This is an optimization exercise on Yosys and OpenROAD, whose aim is small area, a short achievable clock period and few clock cycles per item, not a production implementation. Function was checked by simulation only, so behaviour that the tests miss may differ from the original.

==> flow/design.v, too long to show whole: its modules and the start of the top module <==
// module fa: 4 lines
// module ha: 4 lines
// module hai: 4 lines
// module qsel: 7 lines
// module bc: 4 lines
// module gc: 3 lines
// module sq_mod_p: 1143 lines
// module sq_mod_q: 2488 lines
// module crt_s: 1008 lines
// module crt_x: 438 lines
// module decode_7seg: 26 lines
// module bbs_generator: 57 lines
module bbs_generator(
    input  wire CLOCK_50,
    input  wire res,
    input  wire [63:0] seed,
    output wire [9:0] LEDR,
    output reg  valid,
    output wire [63:0] x_out,
    output wire [6:0] HEX0,
    output wire [6:0] HEX1,
    output wire [6:0] HEX2,
    output wire [6:0] HEX3,
    output wire [6:0] HEX4,
    output wire [6:0] HEX5
);
  // ...
==> flow/run.sh <==
#!/bin/bash
# synth_recipe.tcl (not shown) runs the flow's synth.tcl, then flattens the netlist and writes it again
# the make line also repeats each setting of config.mk as NAME=value (left out here)
make -C /OpenROAD-flow-scripts/flow DESIGN_CONFIG=/design/flow/config.mk WORK_HOME=/design/flow/orfs CLKGATE_MAP_FILE= SYNTH_SCRIPT=/design/flow/synth_recipe.tcl finish
==> flow/config.mk <==
export PLATFORM = sky130hd
export DESIGN_NAME = bbs_generator
export DESIGN_NICKNAME = bbs_generator
export VERILOG_FILES = /design/flow/design.v
export SDC_FILE = /design/flow/constraint.sdc
export NUM_CORES = 4
export LEC_CHECK = 0
export CAP_MARGIN = 20
export CORE_MARGIN = 2
export CORE_UTILIZATION = 60
export SETUP_SLACK_MARGIN = 4
export SLEW_MARGIN = 20
export SYNTH_HIERARCHICAL = 1
export SYNTH_MINIMUM_KEEP_SIZE = 0
==> flow/constraint.sdc <==
create_clock -name core_clock -period 12.0 [get_ports {CLOCK_50}]
set_input_delay 2.4000 -clock core_clock [delete_from_list [all_inputs] [get_ports {CLOCK_50}]]
set_output_delay 2.4000 -clock core_clock [all_outputs]
set_load 0.01 [all_outputs]
==> impl_metrics.json, run 1 <==
{
  "finalSetupTns_ps": 0,
  "rsz0062_at_grt": "yes",
  "worstSetupPathType": "reg -> reg",
  "inv_count": 618,
  "setup.worst_path.start": "b_reg[26]",
  "path_max_fanout": 7,
  "cts.sinks": 151,
  "port_buffers": 172,
  "ant_nets": 0,
  "crit_arrival_ps": 9500,
  "drive_above_1_share": 0.195,
  "fillers": 7168,
  "r2r-end": "b_reg[1]",
  "nMultiInputCombCells": 4913,
  "yosys.area_share.simple": 0.153,
  "cp_data_required_time_ps": 12410,
  "cts_resized": 768,
  "drc": 0,
  "wl_met1_um": 79600,
  "seq_share": 0.0549,
  "hold_buffers": 0,
  "status": "timing/DRC/antenna clean",
  "finalCritPeriodShare": 0.758,
  "met2_usage": 0.647,
  "clk_pin_slew_worst_paths_ps": 90
}
Testbench counts, summed over its fixed seeds: cycles 216, numbers 192.
==> module qsel, before the edit <==
module qsel (input wire co1, input wire t1, input wire co2, input wire t2,
             input wire co3, input wire t3, input wire e, output wire [3:0] o);
    wire s3 = co3 & (t3 | e);
    wire s2 = co2 | (t2 & e);
    wire s1 = co1 | t1 | e;
    assign o = {s3, ~s3 & s2, ~s3 & ~s2 & s1, ~s3 & ~s2 & ~s1};
endmodule
==> inputs of run 2 (changes only) <==
--- a/flow/design.v
+++ b/flow/design.v
@@ -6,21 +6,44 @@
     assign s  = a ^ b;
     assign co = a & b;
 endmodule
 module hai (input wire a, input wire b, output wire s, output wire co);
     assign s  = ~(a ^ b);
     assign co = a | b;
 endmodule
 module qsel (input wire co1, input wire t1, input wire co2, input wire t2,
-             input wire co3, input wire t3, input wire e, output wire [3:0] o);
-    wire s3 = co3 & (t3 | e);
-    wire s2 = co2 | (t2 & e);
-    wire s1 = co1 | t1 | e;
-    assign o = {s3, ~s3 & s2, ~s3 & ~s2 & s1, ~s3 & ~s2 & ~s1};
+             input wire co3, input wire t3, input wire e, output wire [2:0] o);
+    assign o[2] = co3 & (t3 | e);
+    assign o[1] = co2 | (t2 & e);
+    assign o[0] = co1 | t1 | e;
+endmodule
+module pgk00 (input wire x, input wire y, input wire x1, input wire y1, output wire p, output wire g);
+    wire u = x ^ y;
+    wire t = x1 & y1;
+    assign p = u ^ t;
+    assign g = u & t;
+endmodule
+module pgk01 (input wire x, input wire y, input wire x1, input wire y1, output wire p, output wire g);
+    wire u = ~(x ^ y);
+    wire t = x1 & y1;
+    assign p = u ^ t;
+    assign g = u & t;
+endmodule
+module pgk10 (input wire x, input wire y, input wire x1, input wire y1, output wire p, output wire g);
+    wire u = x ^ y;
+    wire t = x1 | y1;
+    assign p = u ^ t;
+    assign g = u & t;
+endmodule
+module pgk11 (input wire x, input wire y, input wire x1, input wire y1, output wire p, output wire g);
+    wire u = ~(x ^ y);
+    wire t = x1 | y1;
+    assign p = u ^ t;
+    assign g = u & t;
 endmodule
 module bc (input wire gh, input wire ph, input wire gl, input wire pl, output wire g, output wire p);
     assign g = gh | (ph & gl);
     assign p = ph & pl;
 endmodule
 module gc (input wire gh, input wire ph, input wire gl, output wire g);
     assign g = gh | (ph & gl);
 endmodule
@@ -2834,54 +2857,49 @@
     wire y0_G31_0;
     gc y0_G31_0_c (.gh(y0_G31_16p), .ph(y0_P31_16), .gl(y0_G15_0), .g(y0_G31_0));
     assign y0_G[31] = y0_G31_0;
     assign y0_P[31] = 1'b0;
     wire y0_co = y0_G[31];
     wire [31:0] y0_s = y0_p ^ {y0_G[30:0], 1'b0};
     wire [31:0] y1_x = {1'b0, s0};
     wire [31:0] y1_y = {1'b0, s1};
-    wire [31:0] y1_k = 32'd19;
-    wire [31:0] y1_u = y1_x ^ y1_y ^ y1_k;
-    wire [32:0] y1_v = {(y1_x & y1_y) | (y1_x & y1_k) | (y1_y & y1_k), 1'b0};
-    wire [31:0] y1_a = y1_u;
-    wire [31:0] y1_b = y1_v[31:0];
     wire [31:0] y1_p, y1_g;
-    ha y1_h0 (.a(y1_a[0]), .b(y1_b[0]), .s(y1_p[0]), .co(y1_g[0]));
-    ha y1_h1 (.a(y1_a[1]), .b(y1_b[1]), .s(y1_p[1]), .co(y1_g[1]));
-    ha y1_h2 (.a(y1_a[2]), .b(y1_b[2]), .s(y1_p[2]), .co(y1_g[2]));
-    ha y1_h3 (.a(y1_a[3]), .b(y1_b[3]), .s(y1_p[3]), .co(y1_g[3]));
-    ha y1_h4 (.a(y1_a[4]), .b(y1_b[4]), .s(y1_p[4]), .co(y1_g[4]));
-    ha y1_h5 (.a(y1_a[5]), .b(y1_b[5]), .s(y1_p[5]), .co(y1_g[5]));
-    ha y1_h6 (.a(y1_a[6]), .b(y1_b[6]), .s(y1_p[6]), .co(y1_g[6]));
-    ha y1_h7 (.a(y1_a[7]), .b(y1_b[7]), .s(y1_p[7]), .co(y1_g[7]));
-    ha y1_h8 (.a(y1_a[8]), .b(y1_b[8]), .s(y1_p[8]), .co(y1_g[8]));
-    ha y1_h9 (.a(y1_a[9]), .b(y1_b[9]), .s(y1_p[9]), .co(y1_g[9]));
-    ha y1_h10 (.a(y1_a[10]), .b(y1_b[10]), .s(y1_p[10]), .co(y1_g[10]));
-    ha y1_h11 (.a(y1_a[11]), .b(y1_b[11]), .s(y1_p[11]), .co(y1_g[11]));
-    ha y1_h12 (.a(y1_a[12]), .b(y1_b[12]), .s(y1_p[12]), .co(y1_g[12]));
-    ha y1_h13 (.a(y1_a[13]), .b(y1_b[13]), .s(y1_p[13]), .co(y1_g[13]));
-    ha y1_h14 (.a(y1_a[14]), .b(y1_b[14]), .s(y1_p[14]), .co(y1_g[14]));
-    ha y1_h15 (.a(y1_a[15]), .b(y1_b[15]), .s(y1_p[15]), .co(y1_g[15]));
-    ha y1_h16 (.a(y1_a[16]), .b(y1_b[16]), .s(y1_p[16]), .co(y1_g[16]));
-    ha y1_h17 (.a(y1_a[17]), .b(y1_b[17]), .s(y1_p[17]), .co(y1_g[17]));
-    ha y1_h18 (.a(y1_a[18]), .b(y1_b[18]), .s(y1_p[18]), .co(y1_g[18]));
-    ha y1_h19 (.a(y1_a[19]), .b(y1_b[19]), .s(y1_p[19]), .co(y1_g[19]));
-    ha y1_h20 (.a(y1_a[20]), .b(y1_b[20]), .s(y1_p[20]), .co(y1_g[20]));
-    ha y1_h21 (.a(y1_a[21]), .b(y1_b[21]), .s(y1_p[21]), .co(y1_g[21]));
-    ha y1_h22 (.a(y1_a[22]), .b(y1_b[22]), .s(y1_p[22]), .co(y1_g[22]));
-    ha y1_h23 (.a(y1_a[23]), .b(y1_b[23]), .s(y1_p[23]), .co(y1_g[23]));
-    ha y1_h24 (.a(y1_a[24]), .b(y1_b[24]), .s(y1_p[24]), .co(y1_g[24]));
-    ha y1_h25 (.a(y1_a[25]), .b(y1_b[25]), .s(y1_p[25]), .co(y1_g[25]));
-    ha y1_h26 (.a(y1_a[26]), .b(y1_b[26]), .s(y1_p[26]), .co(y1_g[26]));
-    ha y1_h27 (.a(y1_a[27]), .b(y1_b[27]), .s(y1_p[27]), .co(y1_g[27]));
-    ha y1_h28 (.a(y1_a[28]), .b(y1_b[28]), .s(y1_p[28]), .co(y1_g[28]));
-    ha y1_h29 (.a(y1_a[29]), .b(y1_b[29]), .s(y1_p[29]), .co(y1_g[29]));
-    ha y1_h30 (.a(y1_a[30]), .b(y1_b[30]), .s(y1_p[30]), .co(y1_g[30]));
-    ha y1_h31 (.a(y1_a[31]), .b(y1_b[31]), .s(y1_p[31]), .co(y1_g[31]));
+    pgk01 y1_h0 (.x(y1_x[0]), .y(y1_y[0]), .x1(1'b0), .y1(1'b0), .p(y1_p[0]), .g(y1_g[0]));
+    pgk11 y1_h1 (.x(y1_x[1]), .y(y1_y[1]), .x1(y1_x[0]), .y1(y1_y[0]), .p(y1_p[1]), .g(y1_g[1]));
+    pgk10 y1_h2 (.x(y1_x[2]), .y(y1_y[2]), .x1(y1_x[1]), .y1(y1_y[1]), .p(y1_p[2]), .g(y1_g[2]));
+    pgk00 y1_h3 (.x(y1_x[3]), .y(y1_y[3]), .x1(y1_x[2]), .y1(y1_y[2]), .p(y1_p[3]), .g(y1_g[3]));
+    pgk01 y1_h4 (.x(y1_x[4]), .y(y1_y[4]), .x1(y1_x[3]), .y1(y1_y[3]), .p(y1_p[4]), .g(y1_g[4]));
+    pgk10 y1_h5 (.x(y1_x[5]), .y(y1_y[5]), .x1(y1_x[4]), .y1(y1_y[4]), .p(y1_p[5]), .g(y1_g[5]));
+    pgk00 y1_h6 (.x(y1_x[6]), .y(y1_y[6]), .x1(y1_x[5]), .y1(y1_y[5]), .p(y1_p[6]), .g(y1_g[6]));
+    pgk00 y1_h7 (.x(y1_x[7]), .y(y1_y[7]), .x1(y1_x[6]), .y1(y1_y[6]), .p(y1_p[7]), .g(y1_g[7]));
+    pgk00 y1_h8 (.x(y1_x[8]), .y(y1_y[8]), .x1(y1_x[7]), .y1(y1_y[7]), .p(y1_p[8]), .g(y1_g[8]));
+    pgk00 y1_h9 (.x(y1_x[9]), .y(y1_y[9]), .x1(y1_x[8]), .y1(y1_y[8]), .p(y1_p[9]), .g(y1_g[9]));
+    pgk00 y1_h10 (.x(y1_x[10]), .y(y1_y[10]), .x1(y1_x[9]), .y1(y1_y[9]), .p(y1_p[10]), .g(y1_g[10]));
+    pgk00 y1_h11 (.x(y1_x[11]), .y(y1_y[11]), .x1(y1_x[10]), .y1(y1_y[10]), .p(y1_p[11]), .g(y1_g[11]));
+    pgk00 y1_h12 (.x(y1_x[12]), .y(y1_y[12]), .x1(y1_x[11]), .y1(y1_y[11]), .p(y1_p[12]), .g(y1_g[12]));
+    pgk00 y1_h13 (.x(y1_x[13]), .y(y1_y[13]), .x1(y1_x[12]), .y1(y1_y[12]), .p(y1_p[13]), .g(y1_g[13]));
+    pgk00 y1_h14 (.x(y1_x[14]), .y(y1_y[14]), .x1(y1_x[13]), .y1(y1_y[13]), .p(y1_p[14]), .g(y1_g[14]));
+    pgk00 y1_h15 (.x(y1_x[15]), .y(y1_y[15]), .x1(y1_x[14]), .y1(y1_y[14]), .p(y1_p[15]), .g(y1_g[15]));
+    pgk00 y1_h16 (.x(y1_x[16]), .y(y1_y[16]), .x1(y1_x[15]), .y1(y1_y[15]), .p(y1_p[16]), .g(y1_g[16]));
+    pgk00 y1_h17 (.x(y1_x[17]), .y(y1_y[17]), .x1(y1_x[16]), .y1(y1_y[16]), .p(y1_p[17]), .g(y1_g[17]));
+    pgk00 y1_h18 (.x(y1_x[18]), .y(y1_y[18]), .x1(y1_x[17]), .y1(y1_y[17]), .p(y1_p[18]), .g(y1_g[18]));
+    pgk00 y1_h19 (.x(y1_x[19]), .y(y1_y[19]), .x1(y1_x[18]), .y1(y1_y[18]), .p(y1_p[19]), .g(y1_g[19]));
+    pgk00 y1_h20 (.x(y1_x[20]), .y(y1_y[20]), .x1(y1_x[19]), .y1(y1_y[19]), .p(y1_p[20]), .g(y1_g[20]));
+    pgk00 y1_h21 (.x(y1_x[21]), .y(y1_y[21]), .x1(y1_x[20]), .y1(y1_y[20]), .p(y1_p[21]), .g(y1_g[21]));
+    pgk00 y1_h22 (.x(y1_x[22]), .y(y1_y[22]), .x1(y1_x[21]), .y1(y1_y[21]), .p(y1_p[22]), .g(y1_g[22]));
+    pgk00 y1_h23 (.x(y1_x[23]), .y(y1_y[23]), .x1(y1_x[22]), .y1(y1_y[22]), .p(y1_p[23]), .g(y1_g[23]));
+    pgk00 y1_h24 (.x(y1_x[24]), .y(y1_y[24]), .x1(y1_x[23]), .y1(y1_y[23]), .p(y1_p[24]), .g(y1_g[24]));
+    pgk00 y1_h25 (.x(y1_x[25]), .y(y1_y[25]), .x1(y1_x[24]), .y1(y1_y[24]), .p(y1_p[25]), .g(y1_g[25]));
+    pgk00 y1_h26 (.x(y1_x[26]), .y(y1_y[26]), .x1(y1_x[25]), .y1(y1_y[25]), .p(y1_p[26]), .g(y1_g[26]));
+    pgk00 y1_h27 (.x(y1_x[27]), .y(y1_y[27]), .x1(y1_x[26]), .y1(y1_y[26]), .p(y1_p[27]), .g(y1_g[27]));
+    pgk00 y1_h28 (.x(y1_x[28]), .y(y1_y[28]), .x1(y1_x[27]), .y1(y1_y[27]), .p(y1_p[28]), .g(y1_g[28]));
+    pgk00 y1_h29 (.x(y1_x[29]), .y(y1_y[29]), .x1(y1_x[28]), .y1(y1_y[28]), .p(y1_p[29]), .g(y1_g[29]));
+    pgk00 y1_h30 (.x(y1_x[30]), .y(y1_y[30]), .x1(y1_x[29]), .y1(y1_y[29]), .p(y1_p[30]), .g(y1_g[30]));
+    pgk00 y1_h31 (.x(y1_x[31]), .y(y1_y[31]), .x1(y1_x[30]), .y1(y1_y[30]), .p(y1_p[31]), .g(y1_g[31]));
     wire [31:0] y1_G, y1_P;
     assign y1_G[0] = y1_g[0];
     assign y1_P[0] = y1_p[0];
     wire y1_G1_0;
     gc y1_G1_0_c (.gh(y1_g[1]), .ph(y1_p[1]), .gl(y1_g[0]), .g(y1_G1_0));
     assign y1_G[1] = y1_G1_0;
     assign y1_P[1] = 1'b0;
     wire y1_G2_0;
@@ -3097,58 +3115,53 @@
     wire y1_G31_24p, y1_P31_24;
     bc y1_G31_24p_c (.gh(y1_G31_28p), .ph(y1_P31_28), .gl(y1_G27_24p), .pl(y1_P27_24), .g(y1_G31_24p), .p(y1_P31_24));
     wire y1_G31_16p, y1_P31_16;
     bc y1_G31_16p_c (.gh(y1_G31_24p), .ph(y1_P31_24), .gl(y1_G23_16p), .pl(y1_P23_16), .g(y1_G31_16p), .p(y1_P31_16));
     wire y1_G31_0;
     gc y1_G31_0_c (.gh(y1_G31_16p), .ph(y1_P31_16), .gl(y1_G15_0), .g(y1_G31_0));
     assign y1_G[31] = y1_G31_0;
     assign y1_P[31] = 1'b0;
-    wire y1_co = y1_G[31] | y1_v[32];
+    wire y1_co = y1_G[31] | (y1_x[31] & y1_y[31]);
     wire [31:0] y1_s = y1_p ^ {y1_G[30:0], 1'b0};
     wire [31:0] y2_x = {1'b0, s0};
     wire [31:0] y2_y = {1'b0, s1};
-    wire [31:0] y2_k = 32'd38;
-    wire [31:0] y2_u = y2_x ^ y2_y ^ y2_k;
-    wire [32:0] y2_v = {(y2_x & y2_y) | (y2_x & y2_k) | (y2_y & y2_k), 1'b0};
-    wire [31:0] y2_a = y2_u;
-    wire [31:0] y2_b = y2_v[31:0];
     wire [31:0] y2_p, y2_g;
-    ha y2_h0 (.a(y2_a[0]), .b(y2_b[0]), .s(y2_p[0]), .co(y2_g[0]));
-    ha y2_h1 (.a(y2_a[1]), .b(y2_b[1]), .s(y2_p[1]), .co(y2_g[1]));
-    ha y2_h2 (.a(y2_a[2]), .b(y2_b[2]), .s(y2_p[2]), .co(y2_g[2]));
-    ha y2_h3 (.a(y2_a[3]), .b(y2_b[3]), .s(y2_p[3]), .co(y2_g[3]));
-    ha y2_h4 (.a(y2_a[4]), .b(y2_b[4]), .s(y2_p[4]), .co(y2_g[4]));
-    ha y2_h5 (.a(y2_a[5]), .b(y2_b[5]), .s(y2_p[5]), .co(y2_g[5]));
-    ha y2_h6 (.a(y2_a[6]), .b(y2_b[6]), .s(y2_p[6]), .co(y2_g[6]));
-    ha y2_h7 (.a(y2_a[7]), .b(y2_b[7]), .s(y2_p[7]), .co(y2_g[7]));
-    ha y2_h8 (.a(y2_a[8]), .b(y2_b[8]), .s(y2_p[8]), .co(y2_g[8]));
-    ha y2_h9 (.a(y2_a[9]), .b(y2_b[9]), .s(y2_p[9]), .co(y2_g[9]));
-    ha y2_h10 (.a(y2_a[10]), .b(y2_b[10]), .s(y2_p[10]), .co(y2_g[10]));
-    ha y2_h11 (.a(y2_a[11]), .b(y2_b[11]), .s(y2_p[11]), .co(y2_g[11]));
-    ha y2_h12 (.a(y2_a[12]), .b(y2_b[12]), .s(y2_p[12]), .co(y2_g[12]));
-    ha y2_h13 (.a(y2_a[13]), .b(y2_b[13]), .s(y2_p[13]), .co(y2_g[13]));
-    ha y2_h14 (.a(y2_a[14]), .b(y2_b[14]), .s(y2_p[14]), .co(y2_g[14]));
-    ha y2_h15 (.a(y2_a[15]), .b(y2_b[15]), .s(y2_p[15]), .co(y2_g[15]));
-    ha y2_h16 (.a(y2_a[16]), .b(y2_b[16]), .s(y2_p[16]), .co(y2_g[16]));
-    ha y2_h17 (.a(y2_a[17]), .b(y2_b[17]), .s(y2_p[17]), .co(y2_g[17]));
-    ha y2_h18 (.a(y2_a[18]), .b(y2_b[18]), .s(y2_p[18]), .co(y2_g[18]));
-    ha y2_h19 (.a(y2_a[19]), .b(y2_b[19]), .s(y2_p[19]), .co(y2_g[19]));
-    ha y2_h20 (.a(y2_a[20]), .b(y2_b[20]), .s(y2_p[20]), .co(y2_g[20]));
-    ha y2_h21 (.a(y2_a[21]), .b(y2_b[21]), .s(y2_p[21]), .co(y2_g[21]));
-    ha y2_h22 (.a(y2_a[22]), .b(y2_b[22]), .s(y2_p[22]), .co(y2_g[22]));
-    ha y2_h23 (.a(y2_a[23]), .b(y2_b[23]), .s(y2_p[23]), .co(y2_g[23]));
-    ha y2_h24 (.a(y2_a[24]), .b(y2_b[24]), .s(y2_p[24]), .co(y2_g[24]));
-    ha y2_h25 (.a(y2_a[25]), .b(y2_b[25]), .s(y2_p[25]), .co(y2_g[25]));
-    ha y2_h26 (.a(y2_a[26]), .b(y2_b[26]), .s(y2_p[26]), .co(y2_g[26]));
-    ha y2_h27 (.a(y2_a[27]), .b(y2_b[27]), .s(y2_p[27]), .co(y2_g[27]));
-    ha y2_h28 (.a(y2_a[28]), .b(y2_b[28]), .s(y2_p[28]), .co(y2_g[28]));
-    ha y2_h29 (.a(y2_a[29]), .b(y2_b[29]), .s(y2_p[29]), .co(y2_g[29]));
-    ha y2_h30 (.a(y2_a[30]), .b(y2_b[30]), .s(y2_p[30]), .co(y2_g[30]));
-    ha y2_h31 (.a(y2_a[31]), .b(y2_b[31]), .s(y2_p[31]), .co(y2_g[31]));
+    pgk00 y2_h0 (.x(y2_x[0]), .y(y2_y[0]), .x1(1'b0), .y1(1'b0), .p(y2_p[0]), .g(y2_g[0]));
+    pgk01 y2_h1 (.x(y2_x[1]), .y(y2_y[1]), .x1(y2_x[0]), .y1(y2_y[0]), .p(y2_p[1]), .g(y2_g[1]));
+    pgk11 y2_h2 (.x(y2_x[2]), .y(y2_y[2]), .x1(y2_x[1]), .y1(y2_y[1]), .p(y2_p[2]), .g(y2_g[2]));
+    pgk10 y2_h3 (.x(y2_x[3]), .y(y2_y[3]), .x1(y2_x[2]), .y1(y2_y[2]), .p(y2_p[3]), .g(y2_g[3]));
+    pgk00 y2_h4 (.x(y2_x[4]), .y(y2_y[4]), .x1(y2_x[3]), .y1(y2_y[3]), .p(y2_p[4]), .g(y2_g[4]));
+    pgk01 y2_h5 (.x(y2_x[5]), .y(y2_y[5]), .x1(y2_x[4]), .y1(y2_y[4]), .p(y2_p[5]), .g(y2_g[5]));
+    pgk10 y2_h6 (.x(y2_x[6]), .y(y2_y[6]), .x1(y2_x[5]), .y1(y2_y[5]), .p(y2_p[6]), .g(y2_g[6]));
+    pgk00 y2_h7 (.x(y2_x[7]), .y(y2_y[7]), .x1(y2_x[6]), .y1(y2_y[6]), .p(y2_p[7]), .g(y2_g[7]));
+    pgk00 y2_h8 (.x(y2_x[8]), .y(y2_y[8]), .x1(y2_x[7]), .y1(y2_y[7]), .p(y2_p[8]), .g(y2_g[8]));
+    pgk00 y2_h9 (.x(y2_x[9]), .y(y2_y[9]), .x1(y2_x[8]), .y1(y2_y[8]), .p(y2_p[9]), .g(y2_g[9]));
+    pgk00 y2_h10 (.x(y2_x[10]), .y(y2_y[10]), .x1(y2_x[9]), .y1(y2_y[9]), .p(y2_p[10]), .g(y2_g[10]));
+    pgk00 y2_h11 (.x(y2_x[11]), .y(y2_y[11]), .x1(y2_x[10]), .y1(y2_y[10]), .p(y2_p[11]), .g(y2_g[11]));
+    pgk00 y2_h12 (.x(y2_x[12]), .y(y2_y[12]), .x1(y2_x[11]), .y1(y2_y[11]), .p(y2_p[12]), .g(y2_g[12]));
+    pgk00 y2_h13 (.x(y2_x[13]), .y(y2_y[13]), .x1(y2_x[12]), .y1(y2_y[12]), .p(y2_p[13]), .g(y2_g[13]));
+    pgk00 y2_h14 (.x(y2_x[14]), .y(y2_y[14]), .x1(y2_x[13]), .y1(y2_y[13]), .p(y2_p[14]), .g(y2_g[14]));
+    pgk00 y2_h15 (.x(y2_x[15]), .y(y2_y[15]), .x1(y2_x[14]), .y1(y2_y[14]), .p(y2_p[15]), .g(y2_g[15]));
+    pgk00 y2_h16 (.x(y2_x[16]), .y(y2_y[16]), .x1(y2_x[15]), .y1(y2_y[15]), .p(y2_p[16]), .g(y2_g[16]));
+    pgk00 y2_h17 (.x(y2_x[17]), .y(y2_y[17]), .x1(y2_x[16]), .y1(y2_y[16]), .p(y2_p[17]), .g(y2_g[17]));
+    pgk00 y2_h18 (.x(y2_x[18]), .y(y2_y[18]), .x1(y2_x[17]), .y1(y2_y[17]), .p(y2_p[18]), .g(y2_g[18]));
+    pgk00 y2_h19 (.x(y2_x[19]), .y(y2_y[19]), .x1(y2_x[18]), .y1(y2_y[18]), .p(y2_p[19]), .g(y2_g[19]));
+    pgk00 y2_h20 (.x(y2_x[20]), .y(y2_y[20]), .x1(y2_x[19]), .y1(y2_y[19]), .p(y2_p[20]), .g(y2_g[20]));
+    pgk00 y2_h21 (.x(y2_x[21]), .y(y2_y[21]), .x1(y2_x[20]), .y1(y2_y[20]), .p(y2_p[21]), .g(y2_g[21]));
+    pgk00 y2_h22 (.x(y2_x[22]), .y(y2_y[22]), .x1(y2_x[21]), .y1(y2_y[21]), .p(y2_p[22]), .g(y2_g[22]));
+    pgk00 y2_h23 (.x(y2_x[23]), .y(y2_y[23]), .x1(y2_x[22]), .y1(y2_y[22]), .p(y2_p[23]), .g(y2_g[23]));
+    pgk00 y2_h24 (.x(y2_x[24]), .y(y2_y[24]), .x1(y2_x[23]), .y1(y2_y[23]), .p(y2_p[24]), .g(y2_g[24]));
+    pgk00 y2_h25 (.x(y2_x[25]), .y(y2_y[25]), .x1(y2_x[24]), .y1(y2_y[24]), .p(y2_p[25]), .g(y2_g[25]));
+    pgk00 y2_h26 (.x(y2_x[26]), .y(y2_y[26]), .x1(y2_x[25]), .y1(y2_y[25]), .p(y2_p[26]), .g(y2_g[26]));
+    pgk00 y2_h27 (.x(y2_x[27]), .y(y2_y[27]), .x1(y2_x[26]), .y1(y2_y[26]), .p(y2_p[27]), .g(y2_g[27]));
+    pgk00 y2_h28 (.x(y2_x[28]), .y(y2_y[28]), .x1(y2_x[27]), .y1(y2_y[27]), .p(y2_p[28]), .g(y2_g[28]));
+    pgk00 y2_h29 (.x(y2_x[29]), .y(y2_y[29]), .x1(y2_x[28]), .y1(y2_y[28]), .p(y2_p[29]), .g(y2_g[29]));
+    pgk00 y2_h30 (.x(y2_x[30]), .y(y2_y[30]), .x1(y2_x[29]), .y1(y2_y[29]), .p(y2_p[30]), .g(y2_g[30]));
+    pgk00 y2_h31 (.x(y2_x[31]), .y(y2_y[31]), .x1(y2_x[30]), .y1(y2_y[30]), .p(y2_p[31]), .g(y2_g[31]));
     wire [31:0] y2_G, y2_P;
     assign y2_G[0] = y2_g[0];
     assign y2_P[0] = y2_p[0];
     wire y2_G1_0;
     gc y2_G1_0_c (.gh(y2_g[1]), .ph(y2_p[1]), .gl(y2_g[0]), .g(y2_G1_0));
     assign y2_G[1] = y2_G1_0;
     assign y2_P[1] = 1'b0;
     wire y2_G2_0;
@@ -3364,58 +3377,53 @@
     wire y2_G31_24p, y2_P31_24;
     bc y2_G31_24p_c (.gh(y2_G31_28p), .ph(y2_P31_28), .gl(y2_G27_24p), .pl(y2_P27_24), .g(y2_G31_24p), .p(y2_P31_24));
     wire y2_G31_16p, y2_P31_16;
     bc y2_G31_16p_c (.gh(y2_G31_24p), .ph(y2_P31_24), .gl(y2_G23_16p), .pl(y2_P23_16), .g(y2_G31_16p), .p(y2_P31_16));
     wire y2_G31_0;
     gc y2_G31_0_c (.gh(y2_G31_16p), .ph(y2_P31_16), .gl(y2_G15_0), .g(y2_G31_0));
     assign y2_G[31] = y2_G31_0;
     assign y2_P[31] = 1'b0;
-    wire y2_co = y2_G[31] | y2_v[32];
+    wire y2_co = y2_G[31] | (y2_x[31] & y2_y[31]);
     wire [31:0] y2_s = y2_p ^ {y2_G[30:0], 1'b0};
     wire [31:0] y3_x = {1'b0, s0};
     wire [31:0] y3_y = {1'b0, s1};
-    wire [31:0] y3_k = 32'd57;
-    wire [31:0] y3_u = y3_x ^ y3_y ^ y3_k;
-    wire [32:0] y3_v = {(y3_x & y3_y) | (y3_x & y3_k) | (y3_y & y3_k), 1'b0};
-    wire [31:0] y3_a = y3_u;
-    wire [31:0] y3_b = y3_v[31:0];
     wire [31:0] y3_p, y3_g;
-    ha y3_h0 (.a(y3_a[0]), .b(y3_b[0]), .s(y3_p[0]), .co(y3_g[0]));
-    ha y3_h1 (.a(y3_a[1]), .b(y3_b[1]), .s(y3_p[1]), .co(y3_g[1]));
-    ha y3_h2 (.a(y3_a[2]), .b(y3_b[2]), .s(y3_p[2]), .co(y3_g[2]));
-    ha y3_h3 (.a(y3_a[3]), .b(y3_b[3]), .s(y3_p[3]), .co(y3_g[3]));
-    ha y3_h4 (.a(y3_a[4]), .b(y3_b[4]), .s(y3_p[4]), .co(y3_g[4]));
-    ha y3_h5 (.a(y3_a[5]), .b(y3_b[5]), .s(y3_p[5]), .co(y3_g[5]));
-    ha y3_h6 (.a(y3_a[6]), .b(y3_b[6]), .s(y3_p[6]), .co(y3_g[6]));
-    ha y3_h7 (.a(y3_a[7]), .b(y3_b[7]), .s(y3_p[7]), .co(y3_g[7]));
-    ha y3_h8 (.a(y3_a[8]), .b(y3_b[8]), .s(y3_p[8]), .co(y3_g[8]));
-    ha y3_h9 (.a(y3_a[9]), .b(y3_b[9]), .s(y3_p[9]), .co(y3_g[9]));
-    ha y3_h10 (.a(y3_a[10]), .b(y3_b[10]), .s(y3_p[10]), .co(y3_g[10]));
-    ha y3_h11 (.a(y3_a[11]), .b(y3_b[11]), .s(y3_p[11]), .co(y3_g[11]));
-    ha y3_h12 (.a(y3_a[12]), .b(y3_b[12]), .s(y3_p[12]), .co(y3_g[12]));
-    ha y3_h13 (.a(y3_a[13]), .b(y3_b[13]), .s(y3_p[13]), .co(y3_g[13]));
-    ha y3_h14 (.a(y3_a[14]), .b(y3_b[14]), .s(y3_p[14]), .co(y3_g[14]));
-    ha y3_h15 (.a(y3_a[15]), .b(y3_b[15]), .s(y3_p[15]), .co(y3_g[15]));
-    ha y3_h16 (.a(y3_a[16]), .b(y3_b[16]), .s(y3_p[16]), .co(y3_g[16]));
-    ha y3_h17 (.a(y3_a[17]), .b(y3_b[17]), .s(y3_p[17]), .co(y3_g[17]));
-    ha y3_h18 (.a(y3_a[18]), .b(y3_b[18]), .s(y3_p[18]), .co(y3_g[18]));
-    ha y3_h19 (.a(y3_a[19]), .b(y3_b[19]), .s(y3_p[19]), .co(y3_g[19]));
-    ha y3_h20 (.a(y3_a[20]), .b(y3_b[20]), .s(y3_p[20]), .co(y3_g[20]));
-    ha y3_h21 (.a(y3_a[21]), .b(y3_b[21]), .s(y3_p[21]), .co(y3_g[21]));
-    ha y3_h22 (.a(y3_a[22]), .b(y3_b[22]), .s(y3_p[22]), .co(y3_g[22]));
-    ha y3_h23 (.a(y3_a[23]), .b(y3_b[23]), .s(y3_p[23]), .co(y3_g[23]));
-    ha y3_h24 (.a(y3_a[24]), .b(y3_b[24]), .s(y3_p[24]), .co(y3_g[24]));
-    ha y3_h25 (.a(y3_a[25]), .b(y3_b[25]), .s(y3_p[25]), .co(y3_g[25]));
-    ha y3_h26 (.a(y3_a[26]), .b(y3_b[26]), .s(y3_p[26]), .co(y3_g[26]));
-    ha y3_h27 (.a(y3_a[27]), .b(y3_b[27]), .s(y3_p[27]), .co(y3_g[27]));
-    ha y3_h28 (.a(y3_a[28]), .b(y3_b[28]), .s(y3_p[28]), .co(y3_g[28]));
-    ha y3_h29 (.a(y3_a[29]), .b(y3_b[29]), .s(y3_p[29]), .co(y3_g[29]));
-    ha y3_h30 (.a(y3_a[30]), .b(y3_b[30]), .s(y3_p[30]), .co(y3_g[30]));
-    ha y3_h31 (.a(y3_a[31]), .b(y3_b[31]), .s(y3_p[31]), .co(y3_g[31]));
+    pgk01 y3_h0 (.x(y3_x[0]), .y(y3_y[0]), .x1(1'b0), .y1(1'b0), .p(y3_p[0]), .g(y3_g[0]));
+    pgk10 y3_h1 (.x(y3_x[1]), .y(y3_y[1]), .x1(y3_x[0]), .y1(y3_y[0]), .p(y3_p[1]), .g(y3_g[1]));
+    pgk00 y3_h2 (.x(y3_x[2]), .y(y3_y[2]), .x1(y3_x[1]), .y1(y3_y[1]), .p(y3_p[2]), .g(y3_g[2]));
+    pgk01 y3_h3 (.x(y3_x[3]), .y(y3_y[3]), .x1(y3_x[2]), .y1(y3_y[2]), .p(y3_p[3]), .g(y3_g[3]));
+    pgk11 y3_h4 (.x(y3_x[4]), .y(y3_y[4]), .x1(y3_x[3]), .y1(y3_y[3]), .p(y3_p[4]), .g(y3_g[4]));
+    pgk11 y3_h5 (.x(y3_x[5]), .y(y3_y[5]), .x1(y3_x[4]), .y1(y3_y[4]), .p(y3_p[5]), .g(y3_g[5]));
+    pgk10 y3_h6 (.x(y3_x[6]), .y(y3_y[6]), .x1(y3_x[5]), .y1(y3_y[5]), .p(y3_p[6]), .g(y3_g[6]));
+    pgk00 y3_h7 (.x(y3_x[7]), .y(y3_y[7]), .x1(y3_x[6]), .y1(y3_y[6]), .p(y3_p[7]), .g(y3_g[7]));
+    pgk00 y3_h8 (.x(y3_x[8]), .y(y3_y[8]), .x1(y3_x[7]), .y1(y3_y[7]), .p(y3_p[8]), .g(y3_g[8]));
+    pgk00 y3_h9 (.x(y3_x[9]), .y(y3_y[9]), .x1(y3_x[8]), .y1(y3_y[8]), .p(y3_p[9]), .g(y3_g[9]));
+    pgk00 y3_h10 (.x(y3_x[10]), .y(y3_y[10]), .x1(y3_x[9]), .y1(y3_y[9]), .p(y3_p[10]), .g(y3_g[10]));
+    pgk00 y3_h11 (.x(y3_x[11]), .y(y3_y[11]), .x1(y3_x[10]), .y1(y3_y[10]), .p(y3_p[11]), .g(y3_g[11]));
+    pgk00 y3_h12 (.x(y3_x[12]), .y(y3_y[12]), .x1(y3_x[11]), .y1(y3_y[11]), .p(y3_p[12]), .g(y3_g[12]));
+    pgk00 y3_h13 (.x(y3_x[13]), .y(y3_y[13]), .x1(y3_x[12]), .y1(y3_y[12]), .p(y3_p[13]), .g(y3_g[13]));
+    pgk00 y3_h14 (.x(y3_x[14]), .y(y3_y[14]), .x1(y3_x[13]), .y1(y3_y[13]), .p(y3_p[14]), .g(y3_g[14]));
+    pgk00 y3_h15 (.x(y3_x[15]), .y(y3_y[15]), .x1(y3_x[14]), .y1(y3_y[14]), .p(y3_p[15]), .g(y3_g[15]));
+    pgk00 y3_h16 (.x(y3_x[16]), .y(y3_y[16]), .x1(y3_x[15]), .y1(y3_y[15]), .p(y3_p[16]), .g(y3_g[16]));
+    pgk00 y3_h17 (.x(y3_x[17]), .y(y3_y[17]), .x1(y3_x[16]), .y1(y3_y[16]), .p(y3_p[17]), .g(y3_g[17]));
+    pgk00 y3_h18 (.x(y3_x[18]), .y(y3_y[18]), .x1(y3_x[17]), .y1(y3_y[17]), .p(y3_p[18]), .g(y3_g[18]));
+    pgk00 y3_h19 (.x(y3_x[19]), .y(y3_y[19]), .x1(y3_x[18]), .y1(y3_y[18]), .p(y3_p[19]), .g(y3_g[19]));
+    pgk00 y3_h20 (.x(y3_x[20]), .y(y3_y[20]), .x1(y3_x[19]), .y1(y3_y[19]), .p(y3_p[20]), .g(y3_g[20]));
+    pgk00 y3_h21 (.x(y3_x[21]), .y(y3_y[21]), .x1(y3_x[20]), .y1(y3_y[20]), .p(y3_p[21]), .g(y3_g[21]));
+    pgk00 y3_h22 (.x(y3_x[22]), .y(y3_y[22]), .x1(y3_x[21]), .y1(y3_y[21]), .p(y3_p[22]), .g(y3_g[22]));
+    pgk00 y3_h23 (.x(y3_x[23]), .y(y3_y[23]), .x1(y3_x[22]), .y1(y3_y[22]), .p(y3_p[23]), .g(y3_g[23]));
+    pgk00 y3_h24 (.x(y3_x[24]), .y(y3_y[24]), .x1(y3_x[23]), .y1(y3_y[23]), .p(y3_p[24]), .g(y3_g[24]));
+    pgk00 y3_h25 (.x(y3_x[25]), .y(y3_y[25]), .x1(y3_x[24]), .y1(y3_y[24]), .p(y3_p[25]), .g(y3_g[25]));
+    pgk00 y3_h26 (.x(y3_x[26]), .y(y3_y[26]), .x1(y3_x[25]), .y1(y3_y[25]), .p(y3_p[26]), .g(y3_g[26]));
+    pgk00 y3_h27 (.x(y3_x[27]), .y(y3_y[27]), .x1(y3_x[26]), .y1(y3_y[26]), .p(y3_p[27]), .g(y3_g[27]));
+    pgk00 y3_h28 (.x(y3_x[28]), .y(y3_y[28]), .x1(y3_x[27]), .y1(y3_y[27]), .p(y3_p[28]), .g(y3_g[28]));
+    pgk00 y3_h29 (.x(y3_x[29]), .y(y3_y[29]), .x1(y3_x[28]), .y1(y3_y[28]), .p(y3_p[29]), .g(y3_g[29]));
+    pgk00 y3_h30 (.x(y3_x[30]), .y(y3_y[30]), .x1(y3_x[29]), .y1(y3_y[29]), .p(y3_p[30]), .g(y3_g[30]));
+    pgk00 y3_h31 (.x(y3_x[31]), .y(y3_y[31]), .x1(y3_x[30]), .y1(y3_y[30]), .p(y3_p[31]), .g(y3_g[31]));
     wire [31:0] y3_G, y3_P;
     assign y3_G[0] = y3_g[0];
     assign y3_P[0] = y3_p[0];
     wire y3_G1_0;
     gc y3_G1_0_c (.gh(y3_g[1]), .ph(y3_p[1]), .gl(y3_g[0]), .g(y3_G1_0));
     assign y3_G[1] = y3_G1_0;
     assign y3_P[1] = 1'b0;
     wire y3_G2_0;
@@ -3631,34 +3639,34 @@
     wire y3_G31_24p, y3_P31_24;
     bc y3_G31_24p_c (.gh(y3_G31_28p), .ph(y3_P31_28), .gl(y3_G27_24p), .pl(y3_P27_24), .g(y3_G31_24p), .p(y3_P31_24));
     wire y3_G31_16p, y3_P31_16;
     bc y3_G31_16p_c (.gh(y3_G31_24p), .ph(y3_P31_24), .gl(y3_G23_16p), .pl(y3_P23_16), .g(y3_G31_16p), .p(y3_P31_16));
     wire y3_G31_0;
     gc y3_G31_0_c (.gh(y3_G31_16p), .ph(y3_P31_16), .gl(y3_G15_0), .g(y3_G31_0));
     assign y3_G[31] = y3_G31_0;
     assign y3_P[31] = 1'b0;
-    wire y3_co = y3_G[31] | y3_v[32];
+    wire y3_co = y3_G[31] | (y3_x[31] & y3_y[31]);
     wire [31:0] y3_s = y3_p ^ {y3_G[30:0], 1'b0};
-    wire [3:0] o0;
+    wire [2:0] o0;
     qsel qs0 (.co1(y1_co), .t1(y1_s[31]), .co2(y2_co), .t2(y2_s[31]), .co3(y3_co), .t3(y3_s[31]), .e(e), .o(o0));
-    assign r[6:0] = ({7{o0[3]}} & y3_s[6:0]) | ({7{o0[2]}} & y2_s[6:0]) |
-                    ({7{o0[1]}} & y1_s[6:0]) | ({7{o0[0]}} & y0_s[6:0]);
-    wire [3:0] o1;
+    assign r[6:0] = o0[1] ? (o0[2] ? y3_s[6:0] : y2_s[6:0]) :
+                                (o0[0] ? y1_s[6:0] : y0_s[6:0]);
+    wire [2:0] o1;
     qsel qs1 (.co1(y1_co), .t1(y1_s[31]), .co2(y2_co), .t2(y2_s[31]), .co3(y3_co), .t3(y3_s[31]), .e(e), .o(o1));
-    assign r[14:7] = ({8{o1[3]}} & y3_s[14:7]) | ({8{o1[2]}} & y2_s[14:7]) |
-                    ({8{o1[1]}} & y1_s[14:7]) | ({8{o1[0]}} & y0_s[14:7]);
-    wire [3:0] o2;
+    assign r[14:7] = o1[1] ? (o1[2] ? y3_s[14:7] : y2_s[14:7]) :
+                                (o1[0] ? y1_s[14:7] : y0_s[14:7]);
+    wire [2:0] o2;
     qsel qs2 (.co1(y1_co), .t1(y1_s[31]), .co2(y2_co), .t2(y2_s[31]), .co3(y3_co), .t3(y3_s[31]), .e(e), .o(o2));
-    assign r[22:15] = ({8{o2[3]}} & y3_s[22:15]) | ({8{o2[2]}} & y2_s[22:15]) |
-                    ({8{o2[1]}} & y1_s[22:15]) | ({8{o2[0]}} & y0_s[22:15]);
-    wire [3:0] o3;
+    assign r[22:15] = o2[1] ? (o2[2] ? y3_s[22:15] : y2_s[22:15]) :
+                                (o2[0] ? y1_s[22:15] : y0_s[22:15]);
+    wire [2:0] o3;
     qsel qs3 (.co1(y1_co), .t1(y1_s[31]), .co2(y2_co), .t2(y2_s[31]), .co3(y3_co), .t3(y3_s[31]), .e(e), .o(o3));
-    assign r[30:23] = ({8{o3[3]}} & y3_s[30:23]) | ({8{o3[2]}} & y2_s[30:23]) |
-                    ({8{o3[1]}} & y1_s[30:23]) | ({8{o3[0]}} & y0_s[30:23]);
+    assign r[30:23] = o3[1] ? (o3[2] ? y3_s[30:23] : y2_s[30:23]) :
+                                (o3[0] ? y1_s[30:23] : y0_s[30:23]);
 endmodule
 module crt_s (
     input  wire [30:0] a,
     input  wire [30:0] b,
     output wire [30:0] s
 );
     wire [30:0] ad_a = b;
     wire [30:0] ad_b = ~a;
==> flow/config.mk (replaced) <==
export PLATFORM = sky130hd
export DESIGN_NAME = bbs_generator
export DESIGN_NICKNAME = bbs_generator
export VERILOG_FILES = /design/flow/design.v
export SDC_FILE = /design/flow/constraint.sdc
export NUM_CORES = 4
export LEC_CHECK = 0
export CAP_MARGIN = 20
export CORE_MARGIN = 2
export CORE_UTILIZATION = 60
export SETUP_SLACK_MARGIN = 3
export SLEW_MARGIN = 20
export SYNTH_HIERARCHICAL = 1
export SYNTH_MINIMUM_KEEP_SIZE = 0
==> impl_metrics.json, run 2 <==
{
  "clockBufferDepth": 2,
  "crit_slowest_cell": "fa_1",
  "r2r-end": "s_reg[1]",
  "wire_per_inst_um": 26.5,
  "setup_slack_ps": 3020,
  "timing.fmax_mhz": 111,
  "finalCritPeriodShare": 0.749,
  "final_cell_mix": "fa_1, nand2_1, and2_1",
  "ant_nets": 0,
  "finClkSkew_ps": 22.7,
  "ff2ff_path_depth": 29,
  "tightest_slew_ps": 1060,
  "drive_above_1_share": 0.113,
  "initial_core_util": 0.607,
  "cts.sinks": 151,
  "crit_arrival_ps": 9390,
  "syn_avg_cell_area_um2": 9.99,
  "worstSetupPathType": "reg -> reg",
  "die_h_um": 320,
  "htreeDepth": 4,
  "clk_latency_ps": 530,
  "fin_nets": 8113,
  "yosys_most_used_dff": "dfrtp_1",
  "port_buffers": 172,
  "dr.pass1.iters": 6,
  "core_um2": 98700,
  "synthCells": 5998,
  "reg2reg_setup_slack_ps": 3020,
  "min_from": "phase[0]",
  "slew_viol_final": 0,
  "cp-end-kind": "register",
  "rsz0062_at_grt": "yes",
  "num_rows": 115,
  "cp-start-kind": "register",
  "synth.cell_area_um2": 59900,
  "cp_data_required_time_ps": 12400,
  "status": "timing/DRC/antenna clean",
  "die_w_um": 320,
  "num_io_pins": 183,
  "grt-ovfl-total": 0,
  "cts_buffers": 17,
  "drt_iter0_markers": 4964,
  "synth_area_leader_cell": "fa_1",
  "ys_warn_count": 8,
  "drc": 0,
  "max_stage_delay_ps": 750,
  "grt_max_degree": 100,
  "cap_violations": 0,
  "async_flop_share": 1.00,
  "hold_path_end": "phase[0]",
  "finalSetupTns_ps": 0,
  "hold_violations": 0,
  "hold_class": "reg -> reg",
  "synth.most_common_cell": "fa_1",
  "synth-seq-area-share": 0.0631,
  "layout_commonest_cell": "fa_1",
  "antenna_found_initial": 10,
  "post-place-ws_ps": 1620,
  "synth-seq-cells": 151,
  "reg2reg_from": "b_reg[5]",
  "drt-total-wl_um": 200000,
  "clk_pin_slew_worst_paths_ps": 80,
  "path_max_fanout": 17,
  "grt_pass1_vias": 48000,
  "vias_per_cell": 6.11,
  "gp_congestion": 0.975,
  "synthToLayoutAreaGrowth_pct": 10.7,
  "whs_path_depth": 1,
  "synth_edf_count": 0,
  "cts_tree": "built",
  "slew_headroom": 0.285,
  "setup_viol": 0,
  "synth_common_cells": "fa_1, nand2_1, and2_1, inv_1, a21o_1",
  "synth_area_leaders": "fa_1, ha_1, a21o_1, and2_1, nand2_1",
  "layout_min_cycle_time_ps": 8980,
  "yosys.cell_types.count": 58,
  "grt_first_pass_wirelength_um": 302000,
  "clockRootBuffer": "clkbuf_16",
  "grt_use_total": 0.400,
  "netlist.area_leader.share": 0.469,
  "cpMostUsedCell": "a21o_1",
  "die-area_um2": 102000,
  "hpwl_um": 158000,
  "vias": 46000
}
run 2: cell count changes in the layout (fill, tap and decap cells not counted), sizes merged, moves of 31 or more:
cell   change
a22oi     -62
and2      +78
buf      -173
ha        -37
nand2     -32
nor2      +31
xnor2     +70
run 2: metrics by stage:
step | hold slack, ps | instances | util | cell area [um2]
5_1_grt | 513 | 7535 | 0.672 | 66300
3_5_place_dp | 468 | 7358 | 0.640 | 63200
3_3_place_gp | 462 | 7358 | 0.640 | 63200
4_1_cts | 485 | 7455 | 0.658 | 65000
2_1_floorplan | 425 | 6025 | - | 60000
6_report | 485 | 7537 | 0.672 | 66300
run 2: cell families (layout without fill, tap and decap cells):
| group | Yosys count | in the layout | share of synthesized area |
|---|---|---|---|
| DFF | 151 | 151 | 0.0631 |
| muxes | 34 | 34 | 0.00862 |
| xor gates and xnor gates | 388 | 388 | 0.0567 |
| other | 4 | 33 | 0.000250 |
| adders and majority gates | 1813 | 1813 | 0.554 |
| AOI/OAI and AO/OA | 798 | 798 | 0.103 |
| and+or+nand+nor | 1957 | 1958 | 0.157 |
| buffers and inverters | 853 | 1075 | 0.0568 |
run 2: final cells by class:
type / instances / area [um2]
clock buffer: 18 / 429
tap: 1287 / 1610
antenna: 2 / 5.00
fill: 7881 / 32400
timing repair buffer: 439 / 4080
clock inverter: 14 / 150
multi-input combinational: 5022 / 53800
sequential: 151 / 3880
inverter: 604 / 2340
run 2: timing repair:
action,CTS,global route
gates resized for setup,229,206
setup endpoints to repair,89,88
cloned,1,3
buffers inserted,64,76
hold buffers,0,0
pin swaps,31,52
run 2: worst max-delay path: cells and delay by family, from the launching register on:
family / cells / cell delay (ps)
buffers and inverters: 5 / 1010
DFF: 1 / 450
and+or+nand+nor: 6 / 1470
adders and majority gates: 8 / 3630
AOI/OAI and AO/OA: 9 / 2070
xor gates and xnor gates: 1 / 210
run 2: worst max path at each step:
stage	depth (start not counted)	slack (ps)	endpoint	startpoint
5_1_grt	30	2820	s_reg[1]	b_reg[5]
2_1_floorplan	26	3440	b_reg[10]	b_reg[27]
3_5_place_dp	27	1620	s_reg[1]	b_reg[3]
3_3_place_gp	27	1680	s_reg[1]	b_reg[3]
4_1_cts	27	2850	s_reg[1]	b_reg[3]
6_report	29	3020	s_reg[1]	b_reg[5]
run 2: per-module statistics from Yosys (local to each module, per instance), excerpt:
module / cells / times used / area (um2)
sq_mod_q: 925 / 1 / 4400
crt_x: 162 / 1 / 1140
pgk11: 3 / 4 / 27.5
pgk01: 3 / 6 / 27.5
pgk10: 3 / 6 / 27.5
fa: 1 / 1403 / 20.0
bc: 2 / 418 / 13.8
gc: 1 / 156 / 7.51
run 2: metal layers:
metal  vias to the layer above  track usage  share of wire
met1                     23500        0.561           0.40
met5                         -            0        0.00056
li1                      19300            -              -
met3                       495        0.131           0.13
met4                        18        0.143          0.041
met2                      2742        0.583           0.43
Testbench counts of run 2, summed over its fixed seeds: cycles 216, numbers 192.

-- static timing again, ports no longer ideal --
The results above use ideal ports. As a check the final layouts listed here were re-extracted and re-timed, cells and wires unchanged. Step 1: set_driving_cell puts a clkbuf_16 on CLOCK_50 and a buf_2 on each other input, an assumption about the parent block. Step 2, shift: input delay + t, output delay - t, t = (earliest + latest rising clock arrival at the registers) / 2. This alone moves slack from input paths to output paths. Slacks: ideal / step 1 / step 2; pairs: ideal / step 1.
| run | t, ns | setup slack, ns | worst setup path at the end | clock arrival spread, ns |
|---|---|---|---|---|
| run 1 | 0.582 | 2.908 / 2.908 / 2.496 | input to register | 0.030 / 0.030 |
| run 2 | 0.595 | 3.016 / 2.992 / 2.651 | input to register | 0.026 / 0.025 |
After both steps setup and hold are still met in every run listed. The setup slack of run 1, which loses most, moves by 0.000 ns with the drivers and by -0.412 ns with both steps.
